Source: an optimization exercise on an open RTL-to-GDS flow (aim: small area and a short achievable clock period). Production flows keep margins and buffers that such runs may drop.
In this exercise RTL edits were held to simulation tests only and were not proved equivalent to the original.

lane 1:
==> flow/design.v (excerpt) <==
module Circle_Area_Calculator(clk, rst, radius, area);
  input wire clk, rst;
  input wire [31:0] radius;
  output reg [31:0] area;
  wire [22:0] r = radius[22:0];
  wire [22:0] rn = ~r;
  wire p47 = r >= 23'h3504f4;
  wire p47n = ~p47;
  wire ge_a = r >= 23'h106ebf;
  wire ge_b = r >= 23'h4c422f;
  wire ge_c = r >= 23'h4c4230;
  wire q47 = (ge_a & ~p47) | ge_c;
  wire q47n = ~q47;
  wire [7:0] expo = {radius[29:23], 1'b0} + 8'd130 + {7'd0, ge_a} + {7'd0, ge_b};
  wire [22:0] mant;
  wire n1;
  NB2 u1 (r[1], r[0], n1);
  wire n2;
  ND2 u2 (r[0], r[1], n2);
  wire n3;
  ND2 u3 (r[0], r[2], n3);
  wire n4;
  ND2 u4 (r[0], r[3], n4);
  wire n5;
  ND2 u5 (r[0], r[4], n5);
  wire n6;
  ND2 u6 (r[0], r[5], n6);
  wire n7;
  ND2 u7 (r[0], r[6], n7);
  wire n8;
  ND2 u8 (r[0], r[7], n8);
  wire n9;
  ND2 u9 (r[0], r[8], n9);
  wire n10;
  ND2 u10 (r[0], r[9], n10);
  wire n11;
  ND2 u11 (r[0], r[10], n11);
  wire n12;
  ND2 u12 (r[0], r[11], n12);
  wire n13;
  ND2 u13 (r[0], r[12], n13);
  wire n14;
  ND2 u14 (r[0], r[13], n14);
  wire n15;
  ND2 u15 (r[0], r[14], n15);
  wire n16;
  ND2 u16 (r[0], r[15], n16);
  wire n17;
  ND2 u17 (r[0], r[16], n17);
  wire n18;
  ND2 u18 (r[0], r[17], n18);
  wire n19;
  ND2 u19 (r[0], r[18], n19);
  wire n20;
  ND2 u20 (r[0], r[19], n20);
  wire n21;
  ND2 u21 (r[0], r[20], n21);
  wire n22;
  ND2 u22 (r[0], r[21], n22);
  wire n23;
  ND2 u23 (r[0], r[22], n23);
  wire n24;
  NB2 u24 (r[2], r[1], n24);
  wire n25;
  ND2 u25 (r[1], r[2], n25);
  wire n26;
  ND2 u26 (r[1], r[3], n26);
  wire n27;
  ND2 u27 (r[1], r[4], n27);
  wire n28;
  ND2 u28 (r[1], r[5], n28);
  wire n29;
  ND2 u29 (r[1], r[6], n29);
  wire n30;
  ND2 u30 (r[1], r[7], n30);
  wire n31;
  ND2 u31 (r[1], r[8], n31);
  wire n32;
  ...
Settings: LEC_CHECK=0, CAP_MARGIN=20, CORE_MARGIN=2, CORE_UTILIZATION=40, SLEW_MARGIN=20, SYNTH_HIERARCHICAL=1, SYNTH_MINIMUM_KEEP_SIZE=0; clock period 30.0 ns.
standard.sh (not shown) runs the stock make flow with config.mk's settings and CLKGATE_MAP_FILE= SYNTH_SCRIPT=/design/flow/synth_recipe.tcl, a recipe that flattens the netlist after the stock synthesis.
==> flow/flow/run.sh <==
#!/bin/bash
set -o pipefail
cp standard.sh standard_sh.log
export PRE_FLOORPLAN_TCL="$(pwd)/flow/downsize.tcl"
export SETUP_SLACK_MARGIN=${MARGIN:-15}
export BUFFER_PORTS_ARGS="-buffer_cell sky130_fd_sc_hd__buf_2"
bash standard.sh > standard.log 2>&1
==> flow/flow/downsize.tcl <==
# Downsize the combinational cells that synthesis mapped to a stronger drive
# than _1 (ABC upsizes some one-gate modules) to the _1 cell of the same
# function; the timing repair steps later upsize the cells that need it.
set ds_count 0
set ds_db [ord::get_db]
foreach ds_inst [[ord::get_db_block] getInsts] {
  set ds_master [[$ds_inst getMaster] getName]
  if { ![regexp {^sky130_fd_sc_hd__(\w+)_(\d+)$} $ds_master -> ds_base ds_drive] } { continue }
  if { $ds_drive <= 1 } { continue }
  if { [regexp {^(dfxtp|dfrtp|dfstp|buf|clkbuf|clkinv|clkdlybuf4s\d+|dlygate4sd\d|dlymetal6s\d+s|tapvpwrvgnd|fill|decap|conb)$} $ds_base] } { continue }
  set ds_new "sky130_fd_sc_hd__${ds_base}_1"
  if { [$ds_db findMaster $ds_new] == "NULL" } { continue }
  replace_cell [$ds_inst getName] $ds_new
  incr ds_count
}
puts "downsize.tcl: downsized $ds_count instances"
The inputs of lane 2 differ from those of lane 1 as listed below.
--- a/flow/flow/run.sh
+++ b/flow/flow/run.sh
@@ -5 +5 @@
-export SETUP_SLACK_MARGIN=${MARGIN:-15}
+export SETUP_SLACK_MARGIN=${MARGIN:-15.25}
==> comparison <==
The final-stage net count was comparable across lane 1 and lane 2. Lane 1 -> lane 2: critical path depth delta 0, exact match. Lane 2 has largest fanout on the critical path below what lane 1 had. In the flow results for lane 1 and lane 2, the ratio of final minimum period to clock period is smaller on lane 2. Per the comparison of lane 2 with lane 1, non-clock buffer count went up; wire length after detailed routing went up; first-pass GRT wire length did not really move. In terms of sum of overflow across all layers after global routing, lane 2 and lane 1 differ only marginally.
Inputs modified between lane 2 and lane 3:
--- a/flow/flow/run.sh
+++ b/flow/flow/run.sh
@@ -5 +5 @@
-export SETUP_SLACK_MARGIN=${MARGIN:-15.25}
+export SETUP_SLACK_MARGIN=${MARGIN:-14.25}
--- outcome ---
Looking at cell area across lane 3 and lane 2, the one that comes out lower is lane 3. When lane 3 is set beside lane 2, its number of standard cells in the layout, taps in and fillers out turns out to be 11 smaller.
Edits applied to the flow inputs when going from lane 3 to lane 4:
Settings: setting CTS_BUF_LIST to sky130_fd_sc_hd__clkbuf_4 for the first time.
--- a/flow/flow/run.sh
+++ b/flow/flow/run.sh
@@ -5 +5 @@
-export SETUP_SLACK_MARGIN=${MARGIN:-14.25}
+export SETUP_SLACK_MARGIN=${MARGIN:-14.75}
==> run summary <==
- Diff lane 3..lane 4 | design area | negligible
- On sequential share of layout area, lane 3 tracks lane 4 almost exactly.
- STATUS clock period minus worst slack: lane 4 wins against lane 3
### lane 4 -> lane 5
Settings: a deleted CTS_BUF_LIST that had been sky130_fd_sc_hd__clkbuf_4.
As far as deepest level of the CTS H-tree is concerned, lane 5 and lane 4 perform about the same.
Looking at the reports, lane 5 completed the entire flow and the layout it produced met the timing, DRC and antenna checks.
Between lane 5 and lane 4, it is lane 5 whose final hold slack is higher, by 0.071 ns.
Comparing lane 4 with lane 5, the largest fanout of any net on the critical path came out essentially unchanged.

[what the ideal ports hide]
The flow's constraints put no driver on any port. The routed layouts listed below were extracted and timed again, unchanged, in two steps. Step 1 assumes that a clkbuf_16 drives the clock port and a buf_2 every other input. Step 2 moves the port delays by t, midway between the first and last clock arrival at a register: inputs arrive t later, outputs are due t later. That takes back most of the time a late clock gives input paths. Three values: ideal, step 1, step 2; two values: the first two.
run	t, ns	slack for setup (ns)	worst hold slack (ns)	worst setup path after step 2	pins driven straight from the clock port
lane 1	0.310	15.418 / 15.405 / 15.095	5.974 / 5.961 / 6.271	input to register	1
lane 2	0.310	15.541 / 15.527 / 15.217	5.975 / 5.962 / 6.272	input to register	1
lane 3	0.311	14.959 / 14.970 / 14.658	5.972 / 5.959 / 6.271	input to register	1
lane 4	0.366	15.299 / 15.306 / 14.940	5.902 / 5.896 / 6.262	input to register	1
lane 5	0.310	15.296 / 15.296 / 14.985	5.973 / 5.959 / 6.270	input to register	1
After both steps setup and hold are still met in every run listed. The setup slack of lane 4, which loses most, moves by +0.007 ns with the drivers and by -0.359 ns with both steps.
